Source: an optimization exercise on an open RTL-to-GDS flow (aim: small area). Production flows keep margins and buffers that such runs may drop.
No run shown here included a check of the RTL's function; only the layout flow was run.
The flow treats the clock pin as an ideal source. Dropping or thinning the clock tree relies on that and would not hold on a real chip.
Power is estimated from default activity; no workload was simulated.

--- design/flow/config.mk ---
export PLATFORM = sky130hd
export DESIGN_NAME = classifier_top
export DESIGN_NICKNAME = classifier_top
export VERILOG_FILES = /design/flow/design.v
export SDC_FILE = /design/flow/constraint.sdc
export NUM_CORES = 4
export LEC_CHECK = 0
export CAP_MARGIN = 20
export CORE_MARGIN = 2
export CORE_UTILIZATION = 40
export GPL_TIMING_DRIVEN = 0
export SLEW_MARGIN = 20
export SYNTH_HIERARCHICAL = 1
export SYNTH_MINIMUM_KEEP_SIZE = 0
--- design/flow/constraint.sdc ---
create_clock -name core_clock -period 6.5 [get_ports {clk}]
set_input_delay 1.3000 -clock core_clock [delete_from_list [all_inputs] [get_ports {clk}]]
set_output_delay 1.3000 -clock core_clock [all_outputs]
set_load 0.01 [all_outputs]
--- design/flow/design.v ---
module classifier_top (
  input  wire clk,
  input  wire rst_n,
  input  wire signed [3:0]  x_int4,
  input  wire signed [7:0]  w_int8,
  input  wire new_feat,
  input  wire new_class,
  input  wire [2:0] class_id,
  output reg  signed [19:0] acc20,
  output reg  signed [19:0] max_score,
  output reg  [2:0] max_class
);
  wire en1;
  c_nor2b u_en1 (new_class, new_feat, en1);
  wire nxg2;
  c_nand2 u_nxg2 (x_int4[0], en1, nxg2);
  wire nxg3;
  c_nand2 u_nxg3 (x_int4[1], en1, nxg3);
  wire nxg4;
  c_nand2 u_nxg4 (x_int4[2], en1, nxg4);
  wire nxg5;
  c_nand2 u_nxg5 (x_int4[3], en1, nxg5);
  wire xg6;
  c_inv u_xg6 (nxg3, xg6);
  wire xg7;
  c_inv u_xg7 (nxg5, xg7);
  wire one8;
  c_inv u_one8 (nxg2, one8);
  wire two9;
  c_nor2b u_two9 (nxg3, nxg2, two9);
  wire one10;
  c_xor2 u_one10 (nxg3, nxg4, one10);
  wire two11;
  c_xnor2 u_two11 (nxg4, nxg3, two11);
  wire two12;
  c_xor2 u_two12 (nxg5, nxg4, two12);
  wire two13;
  c_and2 u_two13 (two11, two12, two13);
  wire sel14;
  c_nand2 u_sel14 (one8, w_int8[0], sel14);
  wire pp15;
  c_xnor2 u_pp15 (sel14, xg6, pp15);
  wire sel16;
  c_a22oi u_sel16 (one8, w_int8[1], two9, w_int8[0], sel16);
  wire pp17;
  c_xnor2 u_pp17 (sel16, xg6, pp17);
  wire sel18;
  c_a22oi u_sel18 (one8, w_int8[2], two9, w_int8[1], sel18);
  wire pp19;
  c_xnor2 u_pp19 (sel18, xg6, pp19);
  wire sel20;
  c_a22oi u_sel20 (one8, w_int8[3], two9, w_int8[2], sel20);
  wire pp21;
  c_xnor2 u_pp21 (sel20, xg6, pp21);
  wire sel22;
  c_a22oi u_sel22 (one8, w_int8[4], two9, w_int8[3], sel22);
  wire pp23;
  c_xnor2 u_pp23 (sel22, xg6, pp23);
  wire sel24;
  c_a22oi u_sel24 (one8, w_int8[5], two9, w_int8[4], sel24);
  wire pp25;
  c_xnor2 u_pp25 (sel24, xg6, pp25);
  wire sel26;
  c_a22oi u_sel26 (one8, w_int8[6], two9, w_int8[5], sel26);
  wire pp27;
  c_xnor2 u_pp27 (sel26, xg6, pp27);
  wire sel28;
  c_a22oi u_sel28 (one8, w_int8[7], two9, w_int8[6], sel28);
  wire pp29;
  c_xnor2 u_pp29 (sel28, xg6, pp29);
  wire sel30;
  c_a22oi u_sel30 (one8, w_int8[7], two9, w_int8[7], sel30);
  wire pp31;
  c_xor2 u_pp31 (sel30, xg6, pp31);
  wire sel32;
  c_nand2 u_sel32 (one10, w_int8[0], sel32);
  wire pp33;
  c_xnor2 u_pp33 (sel32, xg7, pp33);
  wire sel34;
  c_a22oi u_sel34 (one10, w_int8[1], two13, w_int8[0], sel34);
  wire pp35;
  c_xnor2 u_pp35 (sel34, xg7, pp35);
  wire sel36;
  c_a22oi u_sel36 (one10, w_int8[2], two13, w_int8[1], sel36);
  wire pp37;
  c_xnor2 u_pp37 (sel36, xg7, pp37);
  wire sel38;
  c_a22oi u_sel38 (one10, w_int8[3], two13, w_int8[2], sel38);
  wire pp39;
  c_xnor2 u_pp39 (sel38, xg7, pp39);
  wire sel40;
  c_a22oi u_sel40 (one10, w_int8[4], two13, w_int8[3], sel40);
  wire pp41;
  c_xnor2 u_pp41 (sel40, xg7, pp41);
  wire sel42;
  c_a22oi u_sel42 (one10, w_int8[5], two13, w_int8[4], sel42);
  wire pp43;
  c_xnor2 u_pp43 (sel42, xg7, pp43);
  wire sel44;
  c_a22oi u_sel44 (one10, w_int8[6], two13, w_int8[5], sel44);
  wire pp45;
  c_xnor2 u_pp45 (sel44, xg7, pp45);
  wire sel46;
  c_a22oi u_sel46 (one10, w_int8[7], two13, w_int8[6], sel46);
  wire pp47;
  c_xnor2 u_pp47 (sel46, xg7, pp47);
  wire sel48;
  c_a22oi u_sel48 (one10, w_int8[7], two13, w_int8[7], sel48);
  wire pp49;
  c_xor2 u_pp49 (sel48, xg7, pp49);
  wire f50, f51;
  c_fa u_f50 (acc20[0], xg6, pp15, f50, f51);
  wire f52, f53;
  c_fa u_f52 (acc20[1], pp17, f51, f52, f53);
  wire f54, f55;
  c_fa u_f54 (acc20[2], xg7, pp19, f54, f55);
  wire f56, f57;
  c_fa u_f56 (pp33, f54, f53, f56, f57);
  wire f58, f59;
  c_fa u_f58 (acc20[3], pp21, pp35, f58, f59);
  wire h60, h61;
  c_ha u_h60 (f55, f58, h60, h61);
  wire f62, f63;
  c_fa u_f62 (acc20[4], pp23, pp37, f62, f63);
  wire f64, f65;
  c_fa u_f64 (f59, f62, h61, f64, f65);
  wire f66, f67;
  c_fa u_f66 (acc20[5], pp25, pp39, f66, f67);
  wire h68, h69;
  c_ha u_h68 (f63, f66, h68, h69);
  wire f70, f71;
  c_fa u_f70 (acc20[6], pp27, pp41, f70, f71);
  wire f72, f73;
  c_fa u_f72 (f67, f70, h69, f72, f73);
  wire f74, f75;
  c_fa u_f74 (acc20[7], pp29, pp43, f74, f75);
  wire h76, h77;
  c_ha u_h76 (f71, f74, h76, h77);
  wire co78;
  c_nor2 u_co78 (acc20[8], pp31, co78);
  wire s79;
  c_xnor2 u_s79 (acc20[8], pp31, s79);
  wire f80, f81;
  c_fa u_f80 (pp45, s79, f75, f80, f81);
  wire co82;
  c_nor2 u_co82 (acc20[9], pp47, co82);
  wire s83;
  c_xor2 u_s83 (acc20[9], pp47, s83);
  wire s84;
  c_xor2 u_s84 (co78, s83, s84);
  wire h85;
  c_nor2 u_h85 (co78, s83, h85);
  wire i86;
  c_inv u_i86 (co82, i86);
  wire f87, f88;
  c_fa u_f87 (acc20[10], pp49, i86, f87, f88);
  wire h89, h90;
  c_ha u_h89 (h60, f57, h89, h90);
  wire s91;
  c_xnor2 u_s91 (f64, h90, s91);
  wire cy92;
  c_nand2 u_cy92 (f64, h90, cy92);
  wire pn93;
  c_xnor2 u_pn93 (h68, f65, pn93);
  wire gn94;
  c_nand2 u_gn94 (h68, f65, gn94);
  wire s95;
  c_xnor2 u_s95 (pn93, cy92, s95);
  wire cy96;
  c_o21ai u_cy96 (pn93, cy92, gn94, cy96);
  wire s97;
  c_xnor2 u_s97 (f72, cy96, s97);
  wire cy98;
  c_nand2 u_cy98 (f72, cy96, cy98);
  wire pn99;
  c_xnor2 u_pn99 (h76, f73, pn99);
  wire gn100;
  c_nand2 u_gn100 (h76, f73, gn100);
  wire s101;
  c_xnor2 u_s101 (pn99, cy98, s101);
  wire cy102;
  c_o21ai u_cy102 (pn99, cy98, gn100, cy102);
  wire gp103, gp104;
  c_ha u_gp103 (h77, f80, gp103, gp104);
  wire s105;
  c_xnor2 u_s105 (gp103, cy102, s105);
  wire cy106;
  c_a21oi u_cy106 (gp103, cy102, gp104, cy106);
  wire pn107;
  c_xnor2 u_pn107 (s84, f81, pn107);
  wire gn108;
  c_nand2 u_gn108 (s84, f81, gn108);
  wire s109;
  c_xnor2 u_s109 (pn107, cy106, s109);
  wire cy110;
  c_o21ai u_cy110 (pn107, cy106, gn108, cy110);
  wire gp111, gp112;
  c_ha u_gp111 (h85, f87, gp111, gp112);
  wire s113;
  c_xnor2 u_s113 (gp111, cy110, s113);
  wire cy114;
  c_a21oi u_cy114 (gp111, cy110, gp112, cy114);
  wire t115;
  c_xor2 u_t115 (f88, cy114, t115);
  wire s116;
  c_xnor2 u_s116 (acc20[11], t115, s116);
  wire fk117;
  c_xnor2 u_fk117 (acc20[11], f88, fk117);
  wire tc118;
  c_nand2 u_tc118 (t115, fk117, tc118);
  wire s119;
  c_xor2 u_s119 (acc20[12], tc118, s119);
  wire fk120;
  c_xor2 u_fk120 (acc20[12], f88, fk120);
  wire tc121;
  c_nor2 u_tc121 (tc118, fk120, tc121);
  wire s122;
  c_xnor2 u_s122 (acc20[13], tc121, s122);
  wire fk123;
  c_xnor2 u_fk123 (acc20[13], f88, fk123);
  wire tc124;
  c_nand2 u_tc124 (tc121, fk123, tc124);
  wire s125;
  c_xor2 u_s125 (acc20[14], tc124, s125);
  wire fk126;
  c_xor2 u_fk126 (acc20[14], f88, fk126);
  wire tc127;
  c_nor2 u_tc127 (tc124, fk126, tc127);
  wire s128;
  c_xnor2 u_s128 (acc20[15], tc127, s128);
  wire fk129;
  c_xnor2 u_fk129 (acc20[15], f88, fk129);
  wire tc130;
  c_nand2 u_tc130 (tc127, fk129, tc130);
  wire s131;
  c_xor2 u_s131 (acc20[16], tc130, s131);
  wire fk132;
  c_xor2 u_fk132 (acc20[16], f88, fk132);
  wire tc133;
  c_nor2 u_tc133 (tc130, fk132, tc133);
  wire s134;
  c_xnor2 u_s134 (acc20[17], tc133, s134);
  wire fk135;
  c_xnor2 u_fk135 (acc20[17], f88, fk135);
  wire tc136;
  c_nand2 u_tc136 (tc133, fk135, tc136);
  wire s137;
  c_xor2 u_s137 (acc20[18], tc136, s137);
  wire fk138;
  c_xor2 u_fk138 (acc20[18], f88, fk138);
  wire tc139;
  c_nor2 u_tc139 (tc136, fk138, tc139);
  wire s140;
  c_xnor2 u_s140 (acc20[19], tc139, s140);
  wire z141;
  c_nor2b u_z141 (new_class, f50, z141);
  wire z142;
  c_nor2b u_z142 (new_class, f52, z142);
  wire z143;
  c_nor2b u_z143 (new_class, f56, z143);
  wire z144;
  c_nor2b u_z144 (new_class, h89, z144);
  wire z145;
  c_nor2 u_z145 (new_class, s91, z145);
  wire z146;
  c_nor2 u_z146 (new_class, s95, z146);
  wire z147;
  c_nor2 u_z147 (new_class, s97, z147);
  wire z148;
  c_nor2 u_z148 (new_class, s101, z148);
  wire z149;
  c_nor2 u_z149 (new_class, s105, z149);
  wire z150;
  c_nor2 u_z150 (new_class, s109, z150);
  wire z151;
  c_nor2 u_z151 (new_class, s113, z151);
  wire z152;
  c_nor2 u_z152 (new_class, s116, z152);
  wire z153;
  c_nor2 u_z153 (new_class, s119, z153);
  wire z154;
  c_nor2 u_z154 (new_class, s122, z154);
  wire z155;
  c_nor2 u_z155 (new_class, s125, z155);
  wire z156;
  c_nor2 u_z156 (new_class, s128, z156);
  wire z157;
  c_nor2 u_z157 (new_class, s131, z157);
  wire z158;
  c_nor2 u_z158 (new_class, s134, z158);
  wire z159;
  c_nor2 u_z159 (new_class, s137, z159);
  wire z160;
  c_nor2 u_z160 (new_class, s140, z160);
  wire gt161;
  c_nor2b u_gt161 (max_score[0], acc20[0], gt161);
  wire mn162;
  c_inv u_mn162 (max_score[1], mn162);
  wire gt163;
  c_maj3 u_gt163 (acc20[1], mn162, gt161, gt163);
  wire mn164;
  c_inv u_mn164 (max_score[2], mn164);
  wire gt165;
  c_maj3 u_gt165 (acc20[2], mn164, gt163, gt165);
  wire mn166;
  c_inv u_mn166 (max_score[3], mn166);
  wire gt167;
  c_maj3 u_gt167 (acc20[3], mn166, gt165, gt167);
  wire mn168;
  c_inv u_mn168 (max_score[4], mn168);
  wire gt169;
  c_maj3 u_gt169 (acc20[4], mn168, gt167, gt169);
  wire mn170;
  c_inv u_mn170 (max_score[5], mn170);
  wire gt171;
  c_maj3 u_gt171 (acc20[5], mn170, gt169, gt171);
  wire mn172;
  c_inv u_mn172 (max_score[6], mn172);
  wire gt173;
  c_maj3 u_gt173 (acc20[6], mn172, gt171, gt173);
  wire mn174;
  c_inv u_mn174 (max_score[7], mn174);
  wire gt175;
  c_maj3 u_gt175 (acc20[7], mn174, gt173, gt175);
  wire cpx176;
  c_nor2b u_cpx176 (max_score[8], acc20[8], cpx176);
  wire cpy177;
  c_nand2b u_cpy177 (acc20[8], max_score[8], cpy177);
  wire gt178;
  c_a21oi u_gt178 (cpy177, gt175, cpx176, gt178);
  wire cpx179;
  c_nand2b u_cpx179 (max_score[9], acc20[9], cpx179);
  wire cpy180;
  c_nor2b u_cpy180 (acc20[9], max_score[9], cpy180);
  wire gt181;
  c_o21ai u_gt181 (cpy180, gt178, cpx179, gt181);
  wire cpx182;
  c_nor2b u_cpx182 (max_score[10], acc20[10], cpx182);
  wire cpy183;
  c_nand2b u_cpy183 (acc20[10], max_score[10], cpy183);
  wire gt184;
  c_a21oi u_gt184 (cpy183, gt181, cpx182, gt184);
  wire cpx185;
  c_nand2b u_cpx185 (max_score[11], acc20[11], cpx185);
  wire cpy186;
  c_nor2b u_cpy186 (acc20[11], max_score[11], cpy186);
  wire gt187;
  c_o21ai u_gt187 (cpy186, gt184, cpx185, gt187);
  wire cpx188;
  c_nor2b u_cpx188 (max_score[12], acc20[12], cpx188);
  wire cpy189;
  c_nand2b u_cpy189 (acc20[12], max_score[12], cpy189);
  wire gt190;
  c_a21oi u_gt190 (cpy189, gt187, cpx188, gt190);
  wire cpx191;
  c_nand2b u_cpx191 (max_score[13], acc20[13], cpx191);
  wire cpy192;
  c_nor2b u_cpy192 (acc20[13], max_score[13], cpy192);
  wire gt193;
  c_o21ai u_gt193 (cpy192, gt190, cpx191, gt193);
  wire cpx194;
  c_nor2b u_cpx194 (max_score[14], acc20[14], cpx194);
  wire cpy195;
  c_nand2b u_cpy195 (acc20[14], max_score[14], cpy195);
  wire gt196;
  c_a21oi u_gt196 (cpy195, gt193, cpx194, gt196);
  wire cpx197;
  c_nand2b u_cpx197 (max_score[15], acc20[15], cpx197);
  wire cpy198;
  c_nor2b u_cpy198 (acc20[15], max_score[15], cpy198);
  wire gt199;
  c_o21ai u_gt199 (cpy198, gt196, cpx197, gt199);
  wire cpx200;
  c_nor2b u_cpx200 (max_score[16], acc20[16], cpx200);
  wire cpy201;
  c_nand2b u_cpy201 (acc20[16], max_score[16], cpy201);
  wire gt202;
  c_a21oi u_gt202 (cpy201, gt199, cpx200, gt202);
  wire cpx203;
  c_nand2b u_cpx203 (max_score[17], acc20[17], cpx203);
  wire cpy204;
  c_nor2b u_cpy204 (acc20[17], max_score[17], cpy204);
  wire gt205;
  c_o21ai u_gt205 (cpy204, gt202, cpx203, gt205);
  wire cpx206;
  c_nor2b u_cpx206 (max_score[18], acc20[18], cpx206);
  wire cpy207;
  c_nand2b u_cpy207 (acc20[18], max_score[18], cpy207);
  wire gt208;
  c_a21oi u_gt208 (cpy207, gt205, cpx206, gt208);
  wire cpx209;
  c_nand2b u_cpx209 (acc20[19], max_score[19], cpx209);
  wire cpy210;
  c_nor2b u_cpy210 (max_score[19], acc20[19], cpy210);
  wire gt211;
  c_o21ai u_gt211 (cpy210, gt208, cpx209, gt211);
  wire updn212;
  c_nand2 u_updn212 (new_class, gt211, updn212);
  wire upd213;
  c_inv u_upd213 (updn212, upd213);
  wire md214;
  c_a22o u_md214 (upd213, acc20[0], updn212, max_score[0], md214);
  wire md215;
  c_a22o u_md215 (upd213, acc20[3], updn212, max_score[3], md215);
  wire md216;
  c_a22o u_md216 (upd213, acc20[6], updn212, max_score[6], md216);
  wire md217;
  c_a22o u_md217 (upd213, acc20[9], updn212, max_score[9], md217);
  wire md218;
  c_a22o u_md218 (upd213, acc20[12], updn212, max_score[12], md218);
  wire md219;
  c_a22o u_md219 (upd213, acc20[15], updn212, max_score[15], md219);
  wire md220;
  c_a22o u_md220 (upd213, acc20[18], updn212, max_score[18], md220);
  wire md221;
  c_a22o u_md221 (upd213, class_id[1], updn212, max_class[1], md221);
  wire updn222;
  c_nand2 u_updn222 (new_class, gt211, updn222);
  wire upd223;
  c_inv u_upd223 (updn222, upd223);
  wire md224;
  c_a22o u_md224 (upd223, acc20[1], updn222, max_score[1], md224);
  wire md225;
  c_a22o u_md225 (upd223, acc20[4], updn222, max_score[4], md225);
  wire md226;
  c_a22o u_md226 (upd223, acc20[7], updn222, max_score[7], md226);
  wire md227;
  c_a22o u_md227 (upd223, acc20[10], updn222, max_score[10], md227);
  wire md228;
  c_a22o u_md228 (upd223, acc20[13], updn222, max_score[13], md228);
  wire md229;
  c_a22o u_md229 (upd223, acc20[16], updn222, max_score[16], md229);
  wire md230;
  c_a22o u_md230 (upd223, acc20[19], updn222, max_score[19], md230);
  wire md231;
  c_a22o u_md231 (upd223, class_id[2], updn222, max_class[2], md231);
  wire updn232;
  c_nand2 u_updn232 (new_class, gt211, updn232);
  wire upd233;
  c_inv u_upd233 (updn232, upd233);
  wire md234;
  c_a22o u_md234 (upd233, acc20[2], updn232, max_score[2], md234);
  wire md235;
  c_a22o u_md235 (upd233, acc20[5], updn232, max_score[5], md235);
  wire md236;
  c_a22o u_md236 (upd233, acc20[8], updn232, max_score[8], md236);
  wire md237;
  c_a22o u_md237 (upd233, acc20[11], updn232, max_score[11], md237);
  wire md238;
  c_a22o u_md238 (upd233, acc20[14], updn232, max_score[14], md238);
  wire md239;
  c_a22o u_md239 (upd233, acc20[17], updn232, max_score[17], md239);
  wire md240;
  c_a22o u_md240 (upd233, class_id[0], updn232, max_class[0], md240);
  wire [19:0] acc_d = {z160, z159, z158, z157, z156, z155, z154, z153, z152, z151, z150, z149, z148, z147, z146, z145, z144, z143, z142, z141};
  wire [19:0] max_d = {md230, md220, md239, md229, md219, md238, md228, md218, md237, md227, md217, md236, md226, md216, md235, md225, md215, md234, md224, md214};
  wire [2:0] cls_d = {md231, md221, md240};
  always @(posedge clk or negedge rst_n) begin
    if (!rst_n) begin
      acc20     <= 20'd0;
      max_score <= 20'd0;
      max_class <= 3'd0;
    end else begin
      acc20     <= acc_d;
      max_score <= max_d;
      max_class <= cls_d;
    end
  end
endmodule
module c_a21oi (input a1, input a2, input b1, output y);
  assign y = ~((a1 & a2) | b1);
endmodule
module c_a22o (input a1, input a2, input b1, input b2, output y);
  assign y = (a1 & a2) | (b1 & b2);
endmodule
module c_a22oi (input a1, input a2, input b1, input b2, output y);
  assign y = ~((a1 & a2) | (b1 & b2));
endmodule
module c_and2 (input a, input b, output y);
  assign y = a & b;
endmodule
module c_fa (input a, input b, input c, output s, output co);
  assign s = a ^ b ^ c;
  assign co = (a & b) | (a & c) | (b & c);
endmodule
module c_ha (input a, input b, output s, output co);
  assign s = a ^ b;
  assign co = a & b;
endmodule
module c_inv (input a, output y);
  assign y = ~a;
endmodule
module c_maj3 (input a, input b, input c, output y);
  assign y = (a & b) | (a & c) | (b & c);
endmodule
module c_nand2 (input a, input b, output y);
  assign y = ~(a & b);
endmodule
module c_nand2b (input an, input b, output y);
  assign y = an | ~b;
endmodule
module c_nor2 (input a, input b, output y);
  assign y = ~(a | b);
endmodule
module c_nor2b (input a, input bn, output y);
  assign y = ~a & bn;
endmodule
module c_o21ai (input a1, input a2, input b1, output y);
  assign y = ~((a1 | a2) & b1);
endmodule
module c_xnor2 (input a, input b, output y);
  assign y = ~(a ^ b);
endmodule
module c_xor2 (input a, input b, output y);
  assign y = a ^ b;
endmodule
--- design/flow/flow/run.sh ---
#!/bin/bash
# The standard layout (standard.sh) with two changes to how the layout is made:
#  - the port buffers that buffer_ports inserts are sky130_fd_sc_hd__buf_1;
#  - clock tree synthesis inserts no dummy loads;
#  - after the standard synthesis (run unchanged), combinational cells that synthesis
#    upsized are set back to their smallest drive strength (downsize.tcl); the floorplan's
#    timing repair and the later repair steps upsize again wherever timing needs it.
# Each tool's output goes to its own log file here.
set -euo pipefail
export BUFFER_PORTS_ARGS="-buffer_cell sky130_fd_sc_hd__buf_1"
export CTS_ARGS="-sink_clustering_enable -repair_clock_nets -dont_use_dummy_load"
bash standard.sh synth > synth.log 2>&1
export RESULTS=orfs/results/sky130hd/classifier_top/base
openroad -no_init -exit flow/downsize.tcl > downsize.log 2>&1
bash standard.sh finish > standard_flow.log 2>&1
--- design/flow/flow/downsize.tcl ---
# Set every combinational cell of the synthesized netlist to its smallest-area variant of
# the same function (e.g. nor2b_4 -> nor2b_1). Registers, buffers and tie cells are kept.
set results $::env(RESULTS)
read_db $results/1_synth.odb
read_liberty $::env(FLOW_HOME)/platforms/sky130hd/lib/sky130_fd_sc_hd__tt_025C_1v80.lib
set db [ord::get_db]
set block [[$db getChip] getBlock]
set n 0
foreach inst [$block getInsts] {
  set m [[$inst getMaster] getName]
  if {![regexp {^sky130_fd_sc_hd__([a-z0-9]+)_([0-9]+)$} $m -> base size]} { continue }
  if {[regexp {^(df|edf|sdf|dl|buf|clkbuf|clkdly|dlygate|dlymetal|conb|tap|fill|decap|diode|lpflow|probe)} $base]} { continue }
  set best $m
  set best_area [[$inst getMaster] getWidth]
  foreach s {0 1 2} {
    set cand "sky130_fd_sc_hd__${base}_$s"
    set cm [$db findMaster $cand]
    if {$cm == "NULL" || $cand == $m} { continue }
    if {[get_lib_cells -quiet $cand] == ""} { continue }
    if {[$cm getWidth] < $best_area} {
      set best $cand
      set best_area [$cm getWidth]
    }
  }
  if {$best != $m} {
    puts "[$inst getName]: $m -> $best"
    replace_cell [$inst getName] $best
    incr n
  }
}
puts "downsized $n cells"
write_db $results/1_synth.odb
--- design/flow/standard.sh ---
#!/bin/bash
# synth_recipe.tcl (not shown) runs the flow's synth.tcl, then flattens the netlist and writes it again
# the make line also repeats each setting of config.mk as NAME=value (left out here)
make -C /OpenROAD-flow-scripts/flow DESIGN_CONFIG=/design/flow/config.mk WORK_HOME=/design/flow/orfs CLKGATE_MAP_FILE= SYNTH_SCRIPT=/design/flow/synth_recipe.tcl "${@:-finish}"
==> results of run 1 <==
==> registers in the layout, summed over array words and instances, names as in the netlist <==
| name | count |
|---|---|
| acc20 | 20 |
| max_class | 3 |
| max_score | 20 |
==> worst max-delay path: stages <==
cell and delay [ps]:
clkbuf_4 240, nor2b_4 210, nand2_2 140, xor2_1 180, and2_2 220, a22oi_1 200
xnor2_1 160, fa_1 440, ha_1 200, fa_1 510, nand2_1 100, o21ai_2 190
nand2_1 110, o21ai_2 200, a21oi_2 100, o21ai_2 160, a21oi_1 110, xor2_1 200
nand2_1 120, nor2_2 140, nand2_1 110, nor2_1 170, nand2_1 120, nor2_2 130
nand2_1 100, nor2_1 130, xnor2_1 130, nor2_1 60
==> stage by stage <==
| stage | hold slack, ps | std cells | instance area (um^2) | TNS [ps] | power [mW] |
|---|---|---|---|---|---|
| 5_1_grt | 543 | 412 | 3250 | -54.0 | 1.64 |
| 4_1_cts | 507 | 411 | 3190 | 0 | 1.49 |
| 3_3_place_gp | 480 | 405 | 3080 | -3450 | 1.31 |
| 3_5_place_dp | 483 | 406 | 3110 | -4320 | 1.33 |
| 6_report | 503 | 412 | 3250 | 0 | 1.50 |
| 2_1_floorplan | 532 | 264 | 2750 | 0 | 1.08 |
==> metal layers <==
metal  global-route usage, %  vias up  wire length (um)
li1                        -     1030                 -
met1                    20.7     1004              2620
met2                    27.3       48              2890
met3                    3.32        7               244
met4                    5.40        0                87
met5                       0        -                 0
==> power by group through the flow <==
stage,Sequential (mW),Clock (mW),Combinational (mW)
2_1_floorplan,0.486,0,0.595
3_3_place_gp,0.467,0,0.847
3_5_place_dp,0.471,0,0.862
4_1_cts,0.465,0.156,0.869
5_1_grt,0.483,0.164,0.998
6_report,0.464,0.150,0.889
==> worst max path at each step <==
stage,from,endpoint,slack [ps],depth (start not counted)
after floorplan,new_feat,acc20[19],530,26
after global placement,new_class,acc20[19],-880,27
after CTS,new_class,acc20[19],40,28
final,new_class,acc20[19],460,28
after detailed placement,new_class,acc20[19],-1000,27
after global routing,new_class,acc20[19],-50,28
==> repair_timing <==
| action | 4_1_cts | 5_1_grt |
|---|---|---|
| endpoints found under the setup margin | 6 | 4 |
| resized for setup | 7 | 13 |
| buffers inserted | 0 | 1 |
| cloned | 0 | 0 |
| pin swaps | 0 | 1 |
==> area by class of cell <==
cell class / count / share of cell area (%)
timing repair buffer: 63 / 8.28
clock buffer: 5 / 2.12
multi-input combinational: 207 / 51.8
inverter: 14 / 1.62
tap: 80 / 3.08
sequential: 43 / 33.1
==> out/results.tsv, run 1 <==
metric	value	unit
Clock Skews	15.6	ps
grt total ovfl	0	
WL/cell	14.2	um
FF-to-FF End	max_score[9]	
nets	372	
post-DP HPWL	4.48	mm
f_max	0.166	GHz
multi-input combinational cell area	1680	um^2
status	complete, no violations	
Synth Net Count	302	
setup ws final	461	ps
most frequent cells in the layout	59 x buf_1, 43 x dfrtp_1, 36 x xnor2_1	
worst-case reg-to-reg path depth	23	
pins over their slew limit	0	
P_sw	0.688	mW
cell count after synthesis	264	
clock latency on the worst-skew pair	290	ps
Worst Path Max Fanout	24	
Netlist Area Pre-Place	2750	um^2
fraction of layout cells with a size suffix above 1	6.63	%
final period demand of the worst path	6040	ps
IO Count	62	
Synth Warn #	7	
Clock Power Share	10.0	%
Hold Crit Start	max_class[1]	
Critical Path Sink Type	flop	
syn avg cell area	10.4	um^2
WP data arrival	6200	ps
WHS Endpoint	max_class[1]	
DR pass1 iterations	4	
hold path cells	1	
Worst-Margin Slew	544	ps
Buffers on Ports	61	
filler instances	649	
part of the power in registers	30.9	%
final wirelength	5.84	mm
DRC Markers	0	
Clock Path Buffers	2	
fin crit share	92.9	%
VDD IR max	0.148	mV
vias per cell	5.07	
DIE HEIGHT	86.9	um
most common cell after layout, fill and taps aside	buf_1	
Layout area overhead	18.2	%
largest net degree at the start of global routing	25	
DRC violation total after the first TritonRoute iteration	82	
Comb power frac	59.2	%
Die Area	7550	um^2
Clock transition at path regs	70	ps
vias	2089	
Place WS	-1000	ps
Max Cap Viol	0	
Tot GR Track Use	16.1	%
die width	86.9	um
post-route ant nets	0	
RePlAce Congestion	0.750	
storage element area	1080	um^2
final setup violation count	0	
vias in the first global route	1948	
# diodes	0	
Int Pwr	0.814	mW
Net Sw Frac	45.8	%
WS Path Type	input port to flop	
H-Tree Depth	2	
Power per Cell Area	462	nW/um^2
Hold Crit Class	flop to flop	
Core Util, Final	48.4	%
Worst Path Required	6660	ps
first-pass GRT wire length	9.34	mm
R2R setup slack	860	ps
core region area	6720	um^2
initial core utilization	40.9	%
CTS tree	done	
CTS Buf Count	5	
Root Buffer	clkbuf_8	
P_leak	1.39	nW
final hold violation count	0	
clock sinks	43	
Row Count	30	
worst rel slew slack	63.6	%
cts hold-fix bufs	0	
Reg-to-Reg Start	acc20[0]	
Startpoint Class	input port	
initial antenna violation count	0	
==> run 2, diff against run 1 <==
--- a/design/flow/flow/run.sh
+++ b/design/flow/flow/run.sh
@@ -1,6 +1,8 @@
 #!/bin/bash
-# The standard layout (standard.sh) with two changes to how the layout is made:
+# The standard layout (standard.sh) with these changes to how the layout is made:
 #  - the port buffers that buffer_ports inserts are sky130_fd_sc_hd__buf_1;
-#  - clock tree synthesis inserts no dummy loads;
+#  - clock tree synthesis inserts no dummy loads, and its tree (a root buffer and leaf
+#    buffers) is then reduced to 3 leaf buffers (collapse.tcl), each register still clocked
+#    through the root and one leaf;
 #  - after the standard synthesis (run unchanged), combinational cells that synthesis
 #    upsized are set back to their smallest drive strength (downsize.tcl); the floorplan's
@@ -10,4 +12,6 @@
 export BUFFER_PORTS_ARGS="-buffer_cell sky130_fd_sc_hd__buf_1"
 export CTS_ARGS="-sink_clustering_enable -repair_clock_nets -dont_use_dummy_load"
+export POST_CTS_TCL=$PWD/flow/collapse.tcl CLK_KEEP=3
+export CLK_LEAF_CELL=sky130_fd_sc_hd__clkbuf_8 CLK_ROOT_CELL=sky130_fd_sc_hd__clkbuf_2
 bash standard.sh synth > synth.log 2>&1
 export RESULTS=orfs/results/sky130hd/classifier_top/base
==> design/flow/flow/collapse.tcl (new file) <==
# Reduce the clock tree that clock_tree_synthesis built (a root buffer feeding leaf buffers)
# to $::env(CLK_KEEP) leaf buffers: the sinks of every other leaf move to the nearest kept
# leaf. Kept leaves become $::env(CLK_LEAF_CELL), the root $::env(CLK_ROOT_CELL). The clock
# still reaches every register through buffers, all at the same depth.
set block [ord::get_db_block]
set clk_net [$block findNet clk]
set roots {}
foreach it [$clk_net getITerms] {
  if {[$it isInputSignal]} { lappend roots [$it getInst] }
}
proc inst_xy {inst} {
  set b [$inst getBBox]
  return [list [expr {([$b xMin] + [$b xMax]) / 2}] [expr {([$b yMin] + [$b yMax]) / 2}]]
}
if {[llength $roots] != 1} {
  puts "collapse: clock port feeds [llength $roots] cells; left as is"
} else {
  set root [lindex $roots 0]
  set n0 [[$root findITerm X] getNet]
  set leaves {}
  foreach it [$n0 getITerms] {
    if {[$it isInputSignal] && [string match *clkbuf* [[[$it getInst] getMaster] getName]]} {
      lappend leaves [$it getInst]
    }
  }
  set keep [expr {min($::env(CLK_KEEP), [llength $leaves])}]
  # keep the leaves farthest apart: greedy, starting from the first
  set kept [list [lindex $leaves 0]]
  while {[llength $kept] < $keep} {
    set bestl ""; set bestd -1
    foreach l $leaves {
      if {[lsearch -exact $kept $l] >= 0} { continue }
      lassign [inst_xy $l] x y
      set dmin 1e30
      foreach k $kept { lassign [inst_xy $k] kx ky; set d [expr {abs($x-$kx)+abs($y-$ky)}]; if {$d < $dmin} { set dmin $d } }
      if {$dmin > $bestd} { set bestd $dmin; set bestl $l }
    }
    lappend kept $bestl
  }
  set moved 0
  foreach l $leaves {
    if {[lsearch -exact $kept $l] >= 0} { continue }
    set n1 [[$l findITerm X] getNet]
    foreach s [$n1 getITerms] {
      if {![$s isInputSignal]} { continue }
      lassign [inst_xy [$s getInst]] x y
      set best ""; set bd 1e30
      foreach k $kept { lassign [inst_xy $k] kx ky; set d [expr {abs($x-$kx)+abs($y-$ky)}]; if {$d < $bd} { set bd $d; set best $k } }
      $s disconnect
      $s connect [[$best findITerm X] getNet]
      incr moved
    }
    [$l findITerm A] disconnect
    [$l findITerm X] disconnect
    odb::dbInst_destroy $l
    odb::dbNet_destroy $n1
  }
  foreach k $kept { replace_cell [$k getName] $::env(CLK_LEAF_CELL) }
  replace_cell [$root getName] $::env(CLK_ROOT_CELL)
  puts "collapse: kept [llength $kept] of [llength $leaves] leaves, moved $moved sinks"
}
==> run 2 against run 1 <==
Still clean. Area after synthesis is the same. Critical path depth unchanged. Register-to-register slack worse by 40 ps. Sequential power is essentially flat. Fmax increased by 0.90%. Power fell by 2.7%. Wire length shrank 0.58%. Die area unchanged. Final cell count fell by 0.24%. Via count decreased by 0.77%. Clock-buffer cell count is 1 lower. Global-route usage barely moved. Highest routed layer unchanged.
==> out/results.tsv, run 2 <==
metric	value	unit	change
largest registers	acc20 (20), max_score (20), max_class (3)		
WS Path Type	input port to flop		
# diodes	0		unchanged
final hold violation count	0		unchanged
Max Cap Viol	0		unchanged
Row Count	30		unchanged
post-route ant nets	0		unchanged
Power per Cell Area	454	nW/um^2	-1.7%
Clock transition at path regs	120	ps	+50 ps
Synth Warn #	7		unchanged
Fin Hold WS	513	ps	+10.4 ps
VDD IR max	0.153	mV	+3.3%
Worst-Margin Slew	547	ps	+3.00 ps
Startpoint Class	input port		
nets	371		-0.27%
clock sinks	43		unchanged
DIE HEIGHT	86.9	um	unchanged
Final Cell Area	3220	um^2	-1.0%
WL/cell	14.1	um	-0.34%
R2R setup slack	820	ps	-40 ps
grt total ovfl	0		unchanged
most common cell after layout, fill and taps aside	buf_1		
vias in the first global route	1949		+0.051%
first-pass GRT wire length	9.34	mm	about the same
fin crit share	92.1	%	-0.83 points
pins over their slew limit	0		unchanged
final wirelength	5.80	mm	-0.58%
largest net degree at the start of global routing	25		unchanged
DR pass1 iterations	4		unchanged
final period demand of the worst path	5990	ps	-53.7 ps
Inst Count DP	406		unchanged
f_max	0.167	GHz	+0.90%
Reg-to-Reg Start	acc20[0]		
placed cell area	3110	um^2	unchanged
Netlist Area Pre-Place	2750	um^2	unchanged
total power	1.46	mW	-2.7%
Hold Crit Class	flop to flop		
worst rel slew slack	63.4	%	-0.20 points
vias per cell	5.04		-0.52%
final setup violation count	0		unchanged
Synth Net Count	302		unchanged
P_leak	1.38	nW	-1.1%
post-DP HPWL	4.48	mm	unchanged
Tot GR Track Use	16.1	%	-0.020 points
hold path cells	1		unchanged
initial antenna violation count	0		unchanged
FF-to-FF End	max_score[9]		
setup ws final	514	ps	+53.7 ps
multi-input combinational cell area	1670	um^2	-0.59%
DRC Markers	0		unchanged
vias	2073		-0.77%
Place WS	-1000	ps	unchanged
worst-case reg-to-reg path depth	23		unchanged
storage element area	1080	um^2	unchanged
WHS Endpoint	max_class[1]		
fraction of layout cells with a size suffix above 1	5.74	%	-0.89 points
filler instances	654		+0.77%
Die Area	7550	um^2	unchanged
initial core utilization	40.9	%	unchanged
IO Count	62		unchanged
syn avg cell area	10.4	um^2	unchanged
Clock Skews	39.2	ps	+23.6 ps
WP data arrival	6210	ps	about the same
core region area	6720	um^2	unchanged
Critical Path Sink Type	flop		
Worst Path Max Fanout	24		unchanged
status	complete, no violations		
cell count after synthesis	264		unchanged
Final Non-Filler Cells	411		-0.24%
Core Util, Final	47.9	%	-0.48 points
RePlAce Congestion	0.750		unchanged
DRC violation total after the first TritonRoute iteration	76		-7.3%
Hold Crit Start	max_class[1]		
Buffers on Ports	61		unchanged
Worst Path Required	6730	ps	+70 ps
most frequent cells in the layout	59 x buf_1, 43 x dfrtp_1, 37 x xnor2_1		
Setup TNS Final	0	ps	unchanged
Layout area overhead	17.0	%	
clock latency on the worst-skew pair	370	ps	+80 ps
die width	86.9	um	unchanged
==> run 2: cell type report <==
cell class	instances	share of cell area (%)
clock buffers	4	1.44
inverters	14	1.63
multi-input cells	207	52.0
flip-flops and latches	43	33.4
well taps	80	3.11
repair buffers	63	8.36
==> run 2: metal layers <==
metal / global-route usage (%) / part of all wire (%) / wire, um / up-vias
li1: - / - / - / 1026
met1: 21.0 / 45 / 2620 / 985
met2: 27.1 / 49 / 2840 / 51
met3: 3.03 / 4.2 / 246 / 11
met4: 5.40 / 1.7 / 96 / 0
met5: 0 / 0 / 0 / -
==> run 2: worst max path at each step <==
stage / from / endpoint
global placement: new_class / acc20[19]
global route: new_class / acc20[19]
finish: new_class / acc20[19]
detailed placement: new_class / acc20[19]
floorplan: new_feat / acc20[19]
==> run 2: power breakdown <==
part / leakage, nW / internal (mW) / switching (mW)
Sequential: 0.571 / 0.358 / 0.106
Combinational: 0.779 / 0.381 / 0.495
Clock: 0.0257 / 0.0457 / 0.0771
==> run 2: worst max-delay path, stage by stage <==
cell	delay, ps
clkbuf_4	240
nor2b_4	210
nand2_2	140
xor2_1	180
and2_2	220
a22oi_1	200
xnor2_1	160
fa_1	440
ha_1	200
fa_1	510
nand2_1	100
o21ai_2	190
nand2_1	110
o21ai_2	200
a21oi_2	100
o21ai_2	160
a21oi_1	110
xor2_1	200
nand2_1	100
nor2_1	170
nand2_1	120
nor2_1	160
nand2_1	120
nor2_2	130
nand2_1	100
nor2_1	130
xnor2_1	130
nor2_1	60
==> run 3, diff against run 2 <==
--- a/design/flow/config.mk
+++ b/design/flow/config.mk
@@ -6,9 +6,9 @@
 export NUM_CORES = 4
 export LEC_CHECK = 0
-export CAP_MARGIN = 20
+export CAP_MARGIN = 0
 export CORE_MARGIN = 2
 export CORE_UTILIZATION = 40
 export GPL_TIMING_DRIVEN = 0
-export SLEW_MARGIN = 20
+export SLEW_MARGIN = 0
 export SYNTH_HIERARCHICAL = 1
 export SYNTH_MINIMUM_KEEP_SIZE = 0
==> run 3 against run 2 <==
Clock power barely moved. Core utilization did not move. Clock skew did not move. Sequential share of layout area did not move. Critical endpoint unchanged. Synthesized cell count did not move. Largest cell class unchanged. Die area did not move. Power did not move. Largest power group unchanged.
==> out/results.tsv, run 3 <==
metric	value	unit	change
final setup violation count	0		unchanged
R2R setup slack	820	ps	about the same
WS Path Type	input port to flop		
largest net degree at the start of global routing	25		unchanged
Reg-to-Reg Start	acc20[0]		
P_sw	0.677	mW	unchanged
final wirelength	5.80	mm	unchanged
P_leak	1.38	nW	unchanged
die width	86.9	um	unchanged
storage element area	1080	um^2	unchanged
Net Sw Frac	46.3	%	unchanged
Synth Net Count	302		unchanged
Buffers on Ports	61		unchanged
Worst Path Required	6730	ps	about the same
WL/cell	14.1	um	unchanged
placed cell area	3110	um^2	unchanged
Synth Warn #	7		unchanged
Clock Skews	39.2	ps	unchanged
grt total ovfl	0		unchanged
Int Pwr	0.785	mW	unchanged
Final Non-Filler Cells	411		unchanged
initial antenna violation count	0		unchanged
VDD IR max	0.153	mV	unchanged
Crit. Startpoint	new_class		
first-pass GRT wire length	9.34	mm	unchanged
largest registers	acc20 (20), max_score (20), max_class (3)		
Row Count	30		unchanged
Place WS	-1000	ps	unchanged
pins over their slew limit	0		unchanged
Layout area overhead	17.0	%	unchanged
final period demand of the worst path	5990	ps	unchanged
# diodes	0		unchanged
most common cell after layout, fill and taps aside	buf_1		
DIE HEIGHT	86.9	um	unchanged
post-DP HPWL	4.48	mm	unchanged
fraction of layout cells with a size suffix above 1	5.74	%	unchanged
Startpoint Class	input port		
DR pass1 iterations	4		unchanged
Worst-Margin Slew	547	ps	unchanged
f_max	0.167	GHz	unchanged
RePlAce Congestion	0.750		unchanged
clock latency on the worst-skew pair	370	ps	about the same
Comb power frac	59.9	%	about the same
vias per cell	5.04		unchanged
clock sinks	43		unchanged
worst rel slew slack	63.4	%	unchanged
Power per Cell Area	454	nW/um^2	unchanged
DRC Markers	0		unchanged
Clock Power Share	8.4	%	about the same
part of the power in registers	31.7	%	about the same
filler instances	654		unchanged
final hold violation count	0		unchanged
post-route ant nets	0		unchanged
Max Cap Viol	0		unchanged
DRC violation total after the first TritonRoute iteration	76		unchanged
CP max stage delay	510	ps	about the same
cell count after synthesis	264		unchanged
Inst Count DP	406		unchanged
most frequent cells in the layout	59 x buf_1, 43 x dfrtp_1, 37 x xnor2_1		
WP data arrival	6210	ps	about the same
core region area	6720	um^2	unchanged
most used cell, CP	nand2_1		
Die Area	7550	um^2	unchanged
IO Count	62		unchanged
Clock transition at path regs	120	ps	about the same
Tot GR Track Use	16.1	%	unchanged
Hold Crit Class	flop to flop		
status	complete, no violations		
Final Cell Area	3220	um^2	unchanged
vias	2073		unchanged
fin crit share	92.1	%	unchanged
initial core utilization	40.9	%	unchanged
Fin Hold WS	513	ps	unchanged
total power	1.46	mW	unchanged
syn avg cell area	10.4	um^2	unchanged
Netlist Area Pre-Place	2750	um^2	unchanged
setup ws final	514	ps	unchanged
worst-case reg-to-reg path depth	23		unchanged
Hold Crit Start	max_class[1]		
vias in the first global route	1949		unchanged
Worst Path Max Fanout	24		unchanged
multi-input combinational cell area	1670	um^2	unchanged
worst setup path endpoint	acc20[19]		
CP max-delay cell	fa_1		
Critical Path Sink Type	flop		
nets	371		unchanged
FF-to-FF End	max_score[9]		
[run 3: through the flow]
stage,TNS (ps),util (%)
6_report,0,47.9
3_3_place_gp,-3450,45.8
3_5_place_dp,-4320,46.3
5_1_grt,-20.8,47.9
2_1_floorplan,0,-
[run 3: power groups by stage]
stage / Sequential, mW / Combinational [mW] / Clock [mW]
2_1_floorplan: 0.486 / 0.595 / 0
3_3_place_gp: 0.467 / 0.847 / 0
3_5_place_dp: 0.471 / 0.862 / 0
5_1_grt: 0.482 / 0.988 / 0.138
6_report: 0.463 / 0.876 / 0.123
[run 3: worst min-delay path by stage]
stage,to,slack [ps],cells past startpoint
floorplan,max_class[0],530,1
detailed placement,max_class[1],480,1
finish,max_class[1],510,1
global placement,max_class[2],480,1
global route,max_class[1],560,1
[run 3: cell type report]
cell class              instances  share of cell area, %
multi-input cells             207                   52.0
flip-flops and latches         43                   33.4
repair buffers                 63                   8.36
well taps                      80                   3.11
inverters                      14                   1.63
clock buffers                   4                   1.44
[run 3: worst max-delay path: cells and delay by family]
family          cells  cell delay [ps]
simple gates       14             1870
compound gates      6              960
buf+inv             1              240
xor+xnor            4              670
fa+ha+maj           3             1150
[run 3: metal layers]
metal  wire (um)  vias to the layer above  track usage [%]
met5           0                        -                0
met4          96                        0             5.40
met3         246                       11             3.03
met2        2840                       51             27.1
met1        2620                      985             21.0
li1            -                     1026                -
==> run 4, diff against run 3 <==
--- a/design/flow/design.v
+++ b/design/flow/design.v
@@ -323,137 +323,131 @@
   wire gt175;
   c_maj3 u_gt175 (acc20[7], mn174, gt173, gt175);
-  wire cpx176;
-  c_nor2b u_cpx176 (max_score[8], acc20[8], cpx176);
-  wire cpy177;
-  c_nand2b u_cpy177 (acc20[8], max_score[8], cpy177);
-  wire gt178;
-  c_a21oi u_gt178 (cpy177, gt175, cpx176, gt178);
-  wire cpx179;
-  c_nand2b u_cpx179 (max_score[9], acc20[9], cpx179);
-  wire cpy180;
-  c_nor2b u_cpy180 (acc20[9], max_score[9], cpy180);
+  wire mn176;
+  c_inv u_mn176 (max_score[8], mn176);
+  wire gt177;
+  c_maj3 u_gt177 (acc20[8], mn176, gt175, gt177);
+  wire mn178;
+  c_inv u_mn178 (max_score[9], mn178);
+  wire gt179;
+  c_maj3 u_gt179 (acc20[9], mn178, gt177, gt179);
+  wire mn180;
+  c_inv u_mn180 (max_score[10], mn180);
   wire gt181;
-  c_o21ai u_gt181 (cpy180, gt178, cpx179, gt181);
+  c_maj3 u_gt181 (acc20[10], mn180, gt179, gt181);
   wire cpx182;
-  c_nor2b u_cpx182 (max_score[10], acc20[10], cpx182);
+  c_nor2b u_cpx182 (max_score[11], acc20[11], cpx182);
   wire cpy183;
-  c_nand2b u_cpy183 (acc20[10], max_score[10], cpy183);
+  c_nand2b u_cpy183 (acc20[11], max_score[11], cpy183);
   wire gt184;
   c_a21oi u_gt184 (cpy183, gt181, cpx182, gt184);
   wire cpx185;
-  c_nand2b u_cpx185 (max_score[11], acc20[11], cpx185);
+  c_nand2b u_cpx185 (max_score[12], acc20[12], cpx185);
   wire cpy186;
-  c_nor2b u_cpy186 (acc20[11], max_score[11], cpy186);
+  c_nor2b u_cpy186 (acc20[12], max_score[12], cpy186);
   wire gt187;
   c_o21ai u_gt187 (cpy186, gt184, cpx185, gt187);
   wire cpx188;
-  c_nor2b u_cpx188 (max_score[12], acc20[12], cpx188);
+  c_nor2b u_cpx188 (max_score[13], acc20[13], cpx188);
   wire cpy189;
-  c_nand2b u_cpy189 (acc20[12], max_score[12], cpy189);
+  c_nand2b u_cpy189 (acc20[13], max_score[13], cpy189);
   wire gt190;
   c_a21oi u_gt190 (cpy189, gt187, cpx188, gt190);
   wire cpx191;
-  c_nand2b u_cpx191 (max_score[13], acc20[13], cpx191);
+  c_nand2b u_cpx191 (max_score[14], acc20[14], cpx191);
   wire cpy192;
-  c_nor2b u_cpy192 (acc20[13], max_score[13], cpy192);
+  c_nor2b u_cpy192 (acc20[14], max_score[14], cpy192);
   wire gt193;
   c_o21ai u_gt193 (cpy192, gt190, cpx191, gt193);
   wire cpx194;
-  c_nor2b u_cpx194 (max_score[14], acc20[14], cpx194);
+  c_nor2b u_cpx194 (max_score[15], acc20[15], cpx194);
   wire cpy195;
-  c_nand2b u_cpy195 (acc20[14], max_score[14], cpy195);
+  c_nand2b u_cpy195 (acc20[15], max_score[15], cpy195);
   wire gt196;
   c_a21oi u_gt196 (cpy195, gt193, cpx194, gt196);
   wire cpx197;
-  c_nand2b u_cpx197 (max_score[15], acc20[15], cpx197);
+  c_nand2b u_cpx197 (max_score[16], acc20[16], cpx197);
   wire cpy198;
-  c_nor2b u_cpy198 (acc20[15], max_score[15], cpy198);
+  c_nor2b u_cpy198 (acc20[16], max_score[16], cpy198);
   wire gt199;
   c_o21ai u_gt199 (cpy198, gt196, cpx197, gt199);
   wire cpx200;
-  c_nor2b u_cpx200 (max_score[16], acc20[16], cpx200);
+  c_nor2b u_cpx200 (max_score[17], acc20[17], cpx200);
   wire cpy201;
-  c_nand2b u_cpy201 (acc20[16], max_score[16], cpy201);
+  c_nand2b u_cpy201 (acc20[17], max_score[17], cpy201);
   wire gt202;
   c_a21oi u_gt202 (cpy201, gt199, cpx200, gt202);
   wire cpx203;
-  c_nand2b u_cpx203 (max_score[17], acc20[17], cpx203);
+  c_nand2b u_cpx203 (max_score[18], acc20[18], cpx203);
   wire cpy204;
-  c_nor2b u_cpy204 (acc20[17], max_score[17], cpy204);
+  c_nor2b u_cpy204 (acc20[18], max_score[18], cpy204);
   wire gt205;
   c_o21ai u_gt205 (cpy204, gt202, cpx203, gt205);
   wire cpx206;
-  c_nor2b u_cpx206 (max_score[18], acc20[18], cpx206);
+  c_nor2b u_cpx206 (acc20[19], max_score[19], cpx206);
   wire cpy207;
-  c_nand2b u_cpy207 (acc20[18], max_score[18], cpy207);
+  c_nand2b u_cpy207 (max_score[19], acc20[19], cpy207);
   wire gt208;
   c_a21oi u_gt208 (cpy207, gt205, cpx206, gt208);
-  wire cpx209;
-  c_nand2b u_cpx209 (acc20[19], max_score[19], cpx209);
-  wire cpy210;
-  c_nor2b u_cpy210 (max_score[19], acc20[19], cpy210);
-  wire gt211;
-  c_o21ai u_gt211 (cpy210, gt208, cpx209, gt211);
-  wire updn212;
-  c_nand2 u_updn212 (new_class, gt211, updn212);
-  wire upd213;
-  c_inv u_upd213 (updn212, upd213);
+  wire upd209;
+  c_nor2b u_upd209 (gt208, new_class, upd209);
+  wire updn210;
+  c_nand2b u_updn210 (gt208, new_class, updn210);
+  wire md211;
+  c_a22o u_md211 (upd209, acc20[0], updn210, max_score[0], md211);
+  wire md212;
+  c_a22o u_md212 (upd209, acc20[3], updn210, max_score[3], md212);
+  wire md213;
+  c_a22o u_md213 (upd209, acc20[6], updn210, max_score[6], md213);
   wire md214;
-  c_a22o u_md214 (upd213, acc20[0], updn212, max_score[0], md214);
+  c_a22o u_md214 (upd209, acc20[9], updn210, max_score[9], md214);
   wire md215;
-  c_a22o u_md215 (upd213, acc20[3], updn212, max_score[3], md215);
+  c_a22o u_md215 (upd209, acc20[12], updn210, max_score[12], md215);
   wire md216;
-  c_a22o u_md216 (upd213, acc20[6], updn212, max_score[6], md216);
+  c_a22o u_md216 (upd209, acc20[15], updn210, max_score[15], md216);
   wire md217;
-  c_a22o u_md217 (upd213, acc20[9], updn212, max_score[9], md217);
+  c_a22o u_md217 (upd209, acc20[18], updn210, max_score[18], md217);
   wire md218;
-  c_a22o u_md218 (upd213, acc20[12], updn212, max_score[12], md218);
-  wire md219;
-  c_a22o u_md219 (upd213, acc20[15], updn212, max_score[15], md219);
-  wire md220;
-  c_a22o u_md220 (upd213, acc20[18], updn212, max_score[18], md220);
+  c_a22o u_md218 (upd209, class_id[1], updn210, max_class[1], md218);
+  wire upd219;
+  c_nor2b u_upd219 (gt208, new_class, upd219);
+  wire updn220;
+  c_nand2b u_updn220 (gt208, new_class, updn220);
   wire md221;
-  c_a22o u_md221 (upd213, class_id[1], updn212, max_class[1], md221);
-  wire updn222;
-  c_nand2 u_updn222 (new_class, gt211, updn222);
-  wire upd223;
-  c_inv u_upd223 (updn222, upd223);
+  c_a22o u_md221 (upd219, acc20[1], updn220, max_score[1], md221);
+  wire md222;
+  c_a22o u_md222 (upd219, acc20[4], updn220, max_score[4], md222);
+  wire md223;
+  c_a22o u_md223 (upd219, acc20[7], updn220, max_score[7], md223);
   wire md224;
-  c_a22o u_md224 (upd223, acc20[1], updn222, max_score[1], md224);
+  c_a22o u_md224 (upd219, acc20[10], updn220, max_score[10], md224);
   wire md225;
-  c_a22o u_md225 (upd223, acc20[4], updn222, max_score[4], md225);
+  c_a22o u_md225 (upd219, acc20[13], updn220, max_score[13], md225);
   wire md226;
-  c_a22o u_md226 (upd223, acc20[7], updn222, max_score[7], md226);
+  c_a22o u_md226 (upd219, acc20[16], updn220, max_score[16], md226);
   wire md227;
-  c_a22o u_md227 (upd223, acc20[10], updn222, max_score[10], md227);
+  c_a22o u_md227 (upd219, acc20[19], updn220, max_score[19], md227);
   wire md228;
-  c_a22o u_md228 (upd223, acc20[13], updn222, max_score[13], md228);
-  wire md229;
-  c_a22o u_md229 (upd223, acc20[16], updn222, max_score[16], md229);
-  wire md230;
-  c_a22o u_md230 (upd223, acc20[19], updn222, max_score[19], md230);
+  c_a22o u_md228 (upd219, class_id[2], updn220, max_class[2], md228);
+  wire upd229;
+  c_nor2b u_upd229 (gt208, new_class, upd229);
+  wire updn230;
+  c_nand2b u_updn230 (gt208, new_class, updn230);
   wire md231;
-  c_a22o u_md231 (upd223, class_id[2], updn222, max_class[2], md231);
-  wire updn232;
-  c_nand2 u_updn232 (new_class, gt211, updn232);
-  wire upd233;
-  c_inv u_upd233 (updn232, upd233);
+  c_a22o u_md231 (upd229, acc20[2], updn230, max_score[2], md231);
+  wire md232;
+  c_a22o u_md232 (upd229, acc20[5], updn230, max_score[5], md232);
+  wire md233;
+  c_a22o u_md233 (upd229, acc20[8], updn230, max_score[8], md233);
   wire md234;
-  c_a22o u_md234 (upd233, acc20[2], updn232, max_score[2], md234);
+  c_a22o u_md234 (upd229, acc20[11], updn230, max_score[11], md234);
   wire md235;
-  c_a22o u_md235 (upd233, acc20[5], updn232, max_score[5], md235);
+  c_a22o u_md235 (upd229, acc20[14], updn230, max_score[14], md235);
   wire md236;
-  c_a22o u_md236 (upd233, acc20[8], updn232, max_score[8], md236);
+  c_a22o u_md236 (upd229, acc20[17], updn230, max_score[17], md236);
   wire md237;
-  c_a22o u_md237 (upd233, acc20[11], updn232, max_score[11], md237);
-  wire md238;
-  c_a22o u_md238 (upd233, acc20[14], updn232, max_score[14], md238);
-  wire md239;
-  c_a22o u_md239 (upd233, acc20[17], updn232, max_score[17], md239);
-  wire md240;
-  c_a22o u_md240 (upd233, class_id[0], updn232, max_class[0], md240);
+  c_a22o u_md237 (upd229, class_id[0], updn230, max_class[0], md237);
   wire [19:0] acc_d = {z160, z159, z158, z157, z156, z155, z154, z153, z152, z151, z150, z149, z148, z147, z146, z145, z144, z143, z142, z141};
-  wire [19:0] max_d = {md230, md220, md239, md229, md219, md238, md228, md218, md237, md227, md217, md236, md226, md216, md235, md225, md215, md234, md224, md214};
-  wire [2:0] cls_d = {md231, md221, md240};
+  wire [19:0] max_d = {md227, md217, md236, md226, md216, md235, md225, md215, md234, md224, md214, md233, md223, md213, md232, md222, md212, md231, md221, md211};
+  wire [2:0] cls_d = {md228, md218, md237};
   always @(posedge clk or negedge rst_n) begin
     if (!rst_n) begin
==> design/flow/flow/run.sh (replaced) <==
#!/bin/bash
# The standard layout (standard.sh) with two changes to how the layout is made:
#  - the port buffers that buffer_ports inserts are sky130_fd_sc_hd__buf_1;
#  - clock tree synthesis inserts no dummy loads;
#  - after the standard synthesis (run unchanged), combinational cells that synthesis
#    upsized are set back to their smallest drive strength (downsize.tcl); the floorplan's
#    timing repair and the later repair steps upsize again wherever timing needs it.
# Each tool's output goes to its own log file here.
set -euo pipefail
export BUFFER_PORTS_ARGS="-buffer_cell sky130_fd_sc_hd__buf_1"
export CTS_ARGS="-sink_clustering_enable -repair_clock_nets -dont_use_dummy_load"
bash standard.sh synth > synth.log 2>&1
export RESULTS=orfs/results/sky130hd/classifier_top/base
openroad -no_init -exit flow/downsize.tcl > downsize.log 2>&1
bash standard.sh finish > standard_flow.log 2>&1
--- a/design/flow/config.mk
+++ b/design/flow/config.mk
@@ -6,9 +6,9 @@
 export NUM_CORES = 4
 export LEC_CHECK = 0
-export CAP_MARGIN = 0
+export CAP_MARGIN = 20
 export CORE_MARGIN = 2
 export CORE_UTILIZATION = 40
 export GPL_TIMING_DRIVEN = 0
-export SLEW_MARGIN = 0
+export SLEW_MARGIN = 20
 export SYNTH_HIERARCHICAL = 1
 export SYNTH_MINIMUM_KEEP_SIZE = 0
removed: design/flow/flow/collapse.tcl
==> run 4 against run 3 <==
Wire length is 2.3% higher. Register-to-register slack worse by 470 ps. Worst setup slack worse by 170 ps. Clock skew is 22 ps lower. Worst hold slack worse by 17 ps. Combinational power is 6.8% higher. Clock-buffer cell count is 1 higher.
==> out/results.tsv, run 4 <==
metric	value	unit	change
Worst-Margin Slew	665	ps	+118 ps
DIE HEIGHT	87.0	um	about the same
syn avg cell area	10.6	um^2	+1.3%
total power	1.55	mW	+5.9%
Hold Crit Class	flop to flop		
WHS Endpoint	max_class[2]		
Hold Crit Start	max_class[2]		
pins over their slew limit	0		unchanged
clock sinks	43		unchanged
most frequent cells in the layout	59 x buf_1, 43 x dfrtp_1, 36 x xnor2_1		
clock latency on the worst-skew pair	290	ps	-80 ps
f_max	0.163	GHz	-2.7%
largest net degree at the start of global routing	28		+12%
most common cell after layout, fill and taps aside	buf_1		
setup repair after global routing missed its margin	true		
Synth Warn #	7		unchanged
Root Buffer	clkbuf_8		
Reg-to-Reg Start	acc20[0]		
Worst Path Max Fanout	7		-71%
status	complete, no violations		
Fin Hold WS	496	ps	-17.0 ps
post-DP HPWL	4.41	mm	-1.5%
Netlist Area Pre-Place	2750	um^2	+0.14%
Buffers on Ports	61		unchanged
Row Count	30		unchanged
DRC Markers	0		unchanged
die width	87.0	um	about the same
first-pass GRT wire length	10.0	mm	+7.2%
Startpoint Class	flop		
initial antenna violation count	0		unchanged
DRC violation total after the first TritonRoute iteration	86		+13%
Layout area overhead	18.3	%	
Clock Skews	17.7	ps	-21.5 ps
final hold violation count	0		unchanged
cell count after synthesis	261		-1.1%
grt total ovfl	0		unchanged
Power per Cell Area	475	nW/um^2	+4.6%
CTS tree	done		
fin crit share	94.7	%	+2.6 points
vias in the first global route	2061		+5.7%
R2R setup slack	350	ps	-470 ps
Clock transition at path regs	70	ps	-50 ps
FF-to-FF End	max_score[17]		
cts hold-fix bufs	0		
initial core utilization	41.0	%	+0.056 points
Setup TNS Final	0	ps	unchanged
Synth Net Count	299		-0.99%
H-Tree Depth	2		
WP data arrival	6320	ps	+110 ps
core region area	6720	um^2	unchanged
post-route ant nets	0		unchanged
vias	2057		-0.77%
DR pass1 iterations	4		unchanged
filler instances	666		+1.8%
CTS Buf Count	5		
RePlAce Congestion	0.770		+2.7%
WS Path Type	flop to flop		
WL/cell	14.5	um	+2.8%
nets	369		-0.54%
worst-case reg-to-reg path depth	22		-4.3%
vias per cell	5.03		-0.29%
Critical Path Sink Type	flop		
Worst Path Required	6670	ps	-60 ps
Max Cap Viol	0		unchanged
final wirelength	5.94	mm	+2.3%
final setup violation count	0		unchanged
worst rel slew slack	55.6	%	-7.8 points
Clock Path Buffers	2		
Die Area	7560	um^2	+0.14%
storage element area	1080	um^2	unchanged
P_leak	1.37	nW	-0.34%
hold path cells	1		unchanged
# diodes	0		unchanged
fraction of layout cells with a size suffix above 1	8.21	%	+2.5 points
final period demand of the worst path	6150	ps	+167 ps
Tot GR Track Use	17.0	%	+0.89 points
multi-input combinational cell area	1690	um^2	+0.97%
VDD IR max	0.155	mV	+1.2%
IO Count	62		unchanged
largest registers	acc20 (20), max_score (20), max_class (3)		
==> run 4: layer usage <==
layer,wire length [um],global-route usage [%],vias to the layer above
met5,0,0,-
li1,-,-,1022
met3,240,3.32,6
met2,2860,29.0,45
met1,2760,21.8,984
met4,73,5.26,0
==> run 4: what timing repair did <==
item                       4_1_cts  5_1_grt
pin swaps                        0        1
resized for setup                8       16
setup endpoints to repair        6       27
setup buffers                    0        1
cloned                           0        0
==> run 4: how the worst max path moves through the flow <==
stage / end / from / depth (start not counted) / slack (ps)
after CTS: acc20[19] / new_class / 28 / 100
after floorplan: acc20[19] / new_feat / 26 / 530
after global routing: max_score[17] / acc20[0] / 22 / -50
after global placement: acc20[19] / new_class / 27 / -1000
after detailed placement: acc20[19] / new_class / 27 / -1070
final: max_score[17] / acc20[0] / 22 / 350
==> run 4: metrics by stage <==
step                      worst slack [ps]  area, um^2  std cells  util [%]
final                                  348        3260        409      48.5
after CTS                              105        3200        408      47.6
after floorplan                        532        2750        261         -
after global placement               -1000        3080        402      45.9
after global routing                 -46.0        3260        409      48.5
after detailed placement             -1070        3110        403      46.3
==> run 4: layout make-up <==
class                   instances  share of cell area [%]
inverters                      14                    1.61
repair buffers                 63                    8.26
clock buffers                   5                    2.11
flip-flops and latches         43                    33.0
multi-input cells             204                    51.9
well taps                      80                    3.07
==> run 4: where the power goes <==
part	switching, mW	internal, mW
clock	0.0812	0.0693
sequential	0.103	0.358
combinational	0.519	0.418
total	0.702	0.845
==> run 4: worst max-delay path, cell delays in order, from the launching register on <==
cell	delay [ps]
dfrtp_1	430
nor2b_1	150
maj3_1	350
maj3_1	360
maj3_1	380
maj3_1	360
maj3_1	360
maj3_1	360
maj3_1	360
maj3_1	370
maj3_1	360
maj3_1	400
a21oi_1	210
o21ai_1	100
a21oi_1	150
o21ai_1	90
a21oi_1	140
o21ai_1	80
a21oi_1	130
o21ai_1	120
a21oi_2	260
nor2b_1	220
a22o_1	270

## port drivers added, routing unchanged
The flow's constraints put no driver on any port. The routed layouts listed below were extracted and timed again, unchanged, in two steps.
Step 1 assumes that a clkbuf_16 drives the clock port and a buf_2 every other input.
Step 2 also shifts input and output timing later by t, the mid clock arrival at the registers, as if the neighbouring blocks saw the same clock.
Slacks: ideal / step 1 / step 2; pairs: ideal / step 1.
run | t (ns) | setup WS [ns] | hold slack, ns | clock arrival spread, ns | cell pins on the clock port's net
run 1 | 0.315 | 0.461 / 0.462 / 0.147 | 0.503 / 0.503 / 0.503 | 0.015 / 0.016 | 1
run 2 | 0.380 | 0.514 / 0.514 / 0.134 | 0.513 / 0.513 / 0.513 | 0.039 / 0.040 | 1
run 3 | 0.380 | 0.514 / 0.514 / 0.134 | 0.513 / 0.513 / 0.513 | 0.039 / 0.040 | 1
run 4 | 0.316 | 0.348 / 0.348 / 0.148 | 0.496 / 0.496 / 0.496 | 0.017 / 0.017 | 1
After both steps setup and hold are still met in every run listed.
